Context: an optimization exercise on an open-source flow, tuned for small area, a short achievable clock period and few clock cycles per item. The choices shown serve that exercise and are no tape-out recipe.
In this exercise RTL edits were held to simulation tests only and were not proved equivalent to the original.
No activity file was given, so power comes from the tool's default toggle rates.

== juniper ==
// led_serial
module led_serial
   (
    clk,
    reset,
    keyi,
    datai,
    dataq,
    start,
    done);
Settings: LEC_CHECK=0, CAP_MARGIN=5, CORE_MARGIN=2, CORE_UTILIZATION=60, CTS_CLUSTER_DIAMETER=100, CTS_CLUSTER_SIZE=24, PLACE_DENSITY=0.75, SETUP_SLACK_MARGIN=2.5, SLEW_MARGIN=5; clock period 6.0 ns.
run.sh (not shown) runs the stock make flow with config.mk's settings and CLKGATE_MAP_FILE= SYNTH_SCRIPT=/design/flow/synth_recipe.tcl, a recipe that flattens the netlist after the stock synthesis.
Testbench counts of juniper, summed over its fixed seeds: cycles 4,704, items 48.
diff inputs: juniper => violet
- swapping 24 for 20 in CTS_CLUSTER_SIZE
- swapping 5 for 20 in CAP_MARGIN
- swapping 5 for 20 in SLEW_MARGIN
- swapping 0.75 for 0.7 in PLACE_DENSITY
- swapping 100 for 90 in CTS_CLUSTER_DIAMETER
- swapping 60 for 55 in CORE_UTILIZATION
Findings:
violet ended up with met4 as its topmost layer with routed signal wires; juniper ended up with met5.
Across both runs, register share of the cell area was lower for violet than for juniper.
violet: total half-perimeter wirelength after legalization and detailed placement is 1500 µm higher than what juniper reported.
Looking at pre-CTS worst setup slack, violet sits 86 ps below juniper.
violet ended with more maximum number of pins on one net before global-route repair than juniper.
Of violet and juniper, the lower worst stage delay on the critical path belongs to violet.
Comparing violet and juniper, the lower overall track demand over capacity in global routing is on violet.
On post-placement cell area, violet and juniper are basically level.
Against juniper, setup slack in violet came out better.
From juniper to violet the numbers moved as follows: design area increased about 0.8%, number of global-route vias before repair essentially unchanged.
The inputs of sierra differ from those of violet as listed below.
- CORE_UTILIZATION now 70, was 55
- SETUP_SLACK_MARGIN now 2.8, was 2.5
- CTS_CLUSTER_SIZE now 24, was 20
- PLACE_DENSITY now 0.85, was 0.7
- CTS_CLUSTER_DIAMETER now 100, was 90
Results
Relative to violet, fraction of area in multi-input gates has gone up in sierra.
sierra vs violet, start point of the critical path: datai[19] vs datai[9]
Relative to violet, count of nets after finishing increased by 0.85% in sierra.
Compared with violet, in sierra combinational cell fraction of total power now sits at about the same level; power now sits lower; smallest hold slack now sits higher; clock period minus final worst setup slack now sits lower; first-iteration DRC count now sits higher.
Going from violet to sierra, clock buffer instance count of the final layout shrank by more than 10%.
Cmp sierra and violet / utilization / higher: sierra
Between sierra and violet, number of cells on the critical path is lower for sierra, violet comes in above that.
NOTE: signed area change from the synthesized netlist to the final layout in sierra exceeds that of violet
Setup changes, sierra to garnet
- swapping 70 for 40 in CORE_UTILIZATION
- swapping 0.85 for 0.6 in PLACE_DENSITY
- swapping 2.8 for 2.5 in SETUP_SLACK_MARGIN
Results
- Worst hold slack across all endpoints essentially unchanged between sierra and garnet.
- garnet reports its cell type of the slowest stage on the worst timing path as dfrtp_4 while sierra reports xor2_1.
- Per the comparison of garnet with sierra, largest fanout on the critical path now sits higher, die area increased about 70%.
- The global-route usage in garnet sits 14 points below the value recorded for sierra.
- Across both runs, placement-stage worst setup slack was higher for garnet than for sierra.
- The endpoint of the worst setup timing path comes out y1[45] in one run and y3[16] in the other, namely in garnet and sierra respectively.
- Sort garnet and sierra by non-clock buffer count desc -> top: sierra
- sierra reports its launching instance or port of the critical path as datai[19] while garnet reports aka.
- garnet vs sierra: via count down in garnet
- Against sierra, garnet comes in 4.3% higher on post-layout total power.
- Higher wire length reported by the detailed router was reported by garnet, not sierra.

The RTL this note starts from:
==> flow/design.v <==
module rng(clk, reset, o, x);
   input clk;
   input reset;
   output [127:0] o;
   output [127:0] x;
   localparam [127:0] RULE150 = 128'b00000000000000000001000000000000000000000000000000000000000000000000000000000000000000000000000100000000100000000000000000000000;
   localparam [127:0] SEED    = 128'h9e3779b97f4a7c15f39cc0605cedc835;
   reg  [127:0] s;
   assign x = {s[126:0], 1'b0} ^ {1'b0, s[127:1]};
   always @(posedge clk, posedge reset)
     if (reset) s <= SEED;
     else       s <= x ^ (s & RULE150);
   assign o = s;
endmodule
module sbox_g(a, b, m3, m4, n1, y1, y2, y3);
   input  [3:0] a;       
   input  [3:0] b;       
   input  [3:0] m3, m4;  
   input  [3:0] n1;      
   output [3:0] y1, y2, y3;
   wire [3:0] n2 = a ^ m4;
   wire [3:0] n3 = b ^ m3;
   function [3:0] H;
      input [3:0] p;
      input [3:0] q;
      reg ap, aq;
      begin
         ap = p[2] ^ p[1];
         aq = q[2] ^ q[1];
         H[3] = ap ^ p[0];
         H[2] = ap;
         H[1] = p[3] ^ p[1] ^ (ap & (p[0] ^ q[0])) ^ (aq & p[0]);
         H[0] = p[0] ^ (p[3] & (ap ^ aq)) ^ (q[3] & ap) ^
                (p[2] & (p[1] ^ q[1])) ^ (q[2] & p[1]);
      end
   endfunction
   assign y1 = H(n2, n3) ^ 4'b0111;
   assign y2 = H(n3, n1);
   assign y3 = H(n1, n2);
endmodule
module sbox_f(y1, y2, y3, a, b);
   input  [3:0] y1, y2, y3;
   output [3:0] a, b;
   function [3:0] K;
      input [3:0] p;
      input [3:0] q;
      reg t, u;
      begin
         t = p[0] ^ q[0];
         u = (p[3] & t) ^ (q[3] & p[0]);
         K[1] = p[2] ^ p[1] ^ u;
         K[3] = p[2] ^ p[1] ^ p[0] ^ u;
         K[2] = p[3] ^ (p[1] & t) ^ (q[1] & p[0]);
         K[0] = p[1] ^ (p[2] & t) ^ (q[2] & p[0]);
      end
   endfunction
   assign a = K(y3, y2);
   assign b = K(y1, y3) ^ K(y2, y1);
endmodule
module led_serial
   (
    clk,
    reset,
    keyi,
    datai,
    dataq,
    start,
    done);
   input          clk;
   input          reset;
   input  [127:0] keyi;
   input  [ 63:0] datai;
   output [ 63:0] dataq;
   input          start;
   output         done;
   wire [127:0] g, gx;
   rng u_rng (.clk(clk), .reset(reset), .o(g), .x(gx));
   reg        done_r;    
   reg        first;     
   reg        gph;       
   reg        fph;       
   reg        fin;       
   reg  [5:0] rc;        
   reg  [1:0] rs;        
   reg        ak;        
   wire go   = done_r & start;
   wire last = (rc == 6'h04);       
   wire stp  = fph & ~last & (rs == 2'h3);    
   always @(posedge clk, posedge reset)
     if (reset) begin
        done_r <= 1'b1;
        first  <= 1'b0;
        gph    <= 1'b0;
        fph    <= 1'b0;
        fin    <= 1'b0;
        rc     <= 6'h0;
        rs     <= 2'h0;
        ak     <= 1'b0;
     end else begin
        done_r <= (done_r & ~start) | fin;
        first  <= go;
        gph    <= go | (fph & ~last);
        fph    <= gph;
        fin    <= fph & last;
        ak     <= go | stp | (fph & last);
        if (go) begin
           rc <= 6'h1;
           rs <= 2'h0;
        end else if (fph) begin
           rc <= {rc[4:0], ~(rc[5] ^ rc[4])};
           rs <= rs + 2'h1;
        end
     end
   assign done = done_r;
   reg  [127:0] kr0, kr1;
   always @(posedge clk) begin
      kr0 <= done_r ? (keyi ^ g) : {kr0[119:0], kr0[127:120]};
      kr1 <= done_r ? g          : {kr1[119:0], kr1[127:120]};
   end
   reg  [63:0] s0, s1;
   wire [63:0] u0  = first ? datai : s0;
   wire [63:0] u1  = s1 & {64{~first}};
   wire [63:0] k0  = {64{ak}} & kr0[127:64];
   wire [63:0] k1  = {64{ak}} & kr1[127:64];
   wire [5:0]  rcg = gph ? rc : 6'h0;
   reg  [63:0] ac;
   always @(*) begin
      ac = 64'h0;
      ac[63-4*(0) -: 4]  = {gph, 3'b000};
      ac[63-4*(1) -: 4]  = {1'b0, rcg[5:3]};
      ac[63-4*(4) -: 4]  = {gph, 2'b00, gph};
      ac[63-4*(5) -: 4]  = {1'b0, rcg[2:0]};
      ac[63-4*(8) -: 4]  = {2'b00, gph, 1'b0};
      ac[63-4*(9) -: 4]  = {1'b0, rcg[5:3]};
      ac[63-4*(12) -: 4] = {2'b00, gph, gph};
      ac[63-4*(13) -: 4] = {1'b0, rcg[2:0]};
   end
   wire [63:0] t0  = u0 ^ k0 ^ ac;
   wire [63:0] t1  = u1 ^ k1;
   reg  [63:0] y1, y2, y3;
   wire [63:0] y1n, y2n, y3n;
   wire [63:0] f0, f1;
   genvar i;
   generate
      for (i = 0; i < 16; i = i + 1) begin : sb
         sbox_g ug (.a(t0[63-4*(i) -: 4]), .b(t1[63-4*(i) -: 4]),
                    .m4({g[8*i+0], g[8*i+1], g[8*i+4], g[8*i+5]}),
                    .m3({g[8*i+2], g[8*i+3], g[8*i+6], g[8*i+7]}),
                    .n1({gx[8*i+1], gx[8*i+2], gx[8*i+5], gx[8*i+6]}),
                    .y1(y1n[63-4*(i) -: 4]), .y2(y2n[63-4*(i) -: 4]), .y3(y3n[63-4*(i) -: 4]));
         sbox_f uf (.y1(y1[63-4*(i) -: 4]), .y2(y2[63-4*(i) -: 4]), .y3(y3[63-4*(i) -: 4]),
                    .a(f0[63-4*(i) -: 4]), .b(f1[63-4*(i) -: 4]));
      end
   endgenerate
   always @(posedge clk) begin
      y1 <= y1n;
      y2 <= y2n;
      y3 <= y3n;
   end
   function [3:0] gm2;
      input [3:0] d;
      gm2 = {d[2], d[1], d[3] ^ d[0], d[3]};
   endfunction
   function [63:0] srmc;
      input [63:0] x;
      reg [3:0] c0, c1, c2, c3, n;
      integer j, k;
      begin
         srmc = 64'h0;
         for (j = 0; j < 4; j = j + 1) begin
            c0 = x[63-4*(j) -: 4];
            c1 = x[63-4*(4 + ((j + 1) % 4)) -: 4];
            c2 = x[63-4*(8 + ((j + 2) % 4)) -: 4];
            c3 = x[63-4*(12 + ((j + 3) % 4)) -: 4];
            for (k = 0; k < 4; k = k + 1) begin
               n = gm2(gm2(c0)) ^ c1 ^ gm2(c2) ^ gm2(c3);
               c0 = c1; c1 = c2; c2 = c3; c3 = n;
            end
            srmc[63-4*(j) -: 4]      = c0;
            srmc[63-4*(4 + j) -: 4]  = c1;
            srmc[63-4*(8 + j) -: 4]  = c2;
            srmc[63-4*(12 + j) -: 4] = c3;
         end
      end
   endfunction
   always @(posedge clk) begin
      s0 <= srmc(f0);
      s1 <= srmc(f1);
   end
   reg [63:0] dq;
   always @(posedge clk)
     if (fin) dq <= t0 ^ t1;
   assign dataq = dq;
endmodule
Settings: LEC_CHECK=0, CAP_MARGIN=20, CORE_MARGIN=2, CORE_UTILIZATION=60, CTS_CLUSTER_DIAMETER=80, CTS_CLUSTER_SIZE=20, GPL_ROUTABILITY_DRIVEN=0, PLACE_DENSITY=0.75, SETUP_SLACK_MARGIN=2.8, SLEW_MARGIN=20; clock period 6.0 ns.
The baseline ran to the end with no violations.
Testbench counts at the start, summed over its fixed seeds: cycles 4,704, items 48.
Edit:
Settings changed: CTS_CLUSTER_DIAMETER 80 to 100, CTS_CLUSTER_SIZE 20 to 24, GPL_ROUTABILITY_DRIVEN 0 to unset, SETUP_SLACK_MARGIN 2.8 to 3.0.
Effect: Die area stays the same; hold slack gets better by 64 ps; final cell count grows by 1.8%; power shrinks by 5.7%; wire length grows by 3.0%.
Edit:
Settings changed: SETUP_SLACK_MARGIN 3.0 to 2.8.
After rerunning: The changed run finished with timing, DRC and antenna clean. Non-clock buffer count falls by 127. Global-route usage falls by 0.35 points. Design area falls by 4.4%. Wire length falls by 2.2%. Sequential power stays flat. Clock skew rises by 8.8 ps. Setup slack is worse by 130 ps. Sequential share of layout area rises by 1.2 points. First-iteration DRC count falls by 7.1%.
Edit:
Settings changed: SETUP_SLACK_MARGIN 2.8 to 2.5.
Effect:
- total power stays flat
- die area stays the same
- sequential cell count stays the same
- global-route usage decreases by 0.36 points
- synthesized area is unchanged

port drivers added, routing unchanged:
How much do the figures lean on ideal ports? The routed layouts below were timed once more, with nothing changed but the port constraints. Step 1 sets driving cells, clkbuf_16 on the clock port and buf_2 on the other inputs (assumed; they add their load-dependent delay and slew). Step 2 adds t to the input delays and takes it off the output delays; t is the mean of the earliest and latest rising clock arrival at the registers after step 1. Input paths then give back, and output paths get back, about the clock's delay inside the block. a / b / c = no drivers / after step 1 / after step 2; a / b = the first two.
| run | shift t [ns] | slack for setup (ns) | worst register clock-pin slew, ns |
|---|---|---|---|
| juniper | 0.681 | 2.555 / 2.515 / 2.078 | 0.11 / 0.11 |
| violet | 0.689 | 2.616 / 2.618 / 1.968 | 0.09 / 0.09 |
| sierra | 0.673 | 2.673 / 2.675 / 2.041 | 0.10 / 0.10 |
| garnet | 0.720 | 2.498 / 2.498 / 2.054 | 0.11 / 0.11 |
| the first run of note 2 | 0.694 | 2.838 / 2.838 / 2.200 | 0.09 / 0.09 |
| the second run of note 2 | 0.678 | 2.936 / 2.936 / 2.402 | 0.11 / 0.11 |
| the third run of note 2 | 0.673 | 2.810 / 2.810 / 2.231 | 0.11 / 0.11 |
| the fourth run of note 2 | 0.677 | 2.585 / 2.585 / 1.933 | 0.10 / 0.10 |
After both steps setup and hold are still met in every run listed. For the fourth run of note 2, which loses most, drivers alone change the setup slack by 0.000 ns; drivers and shift together by -0.652 ns.
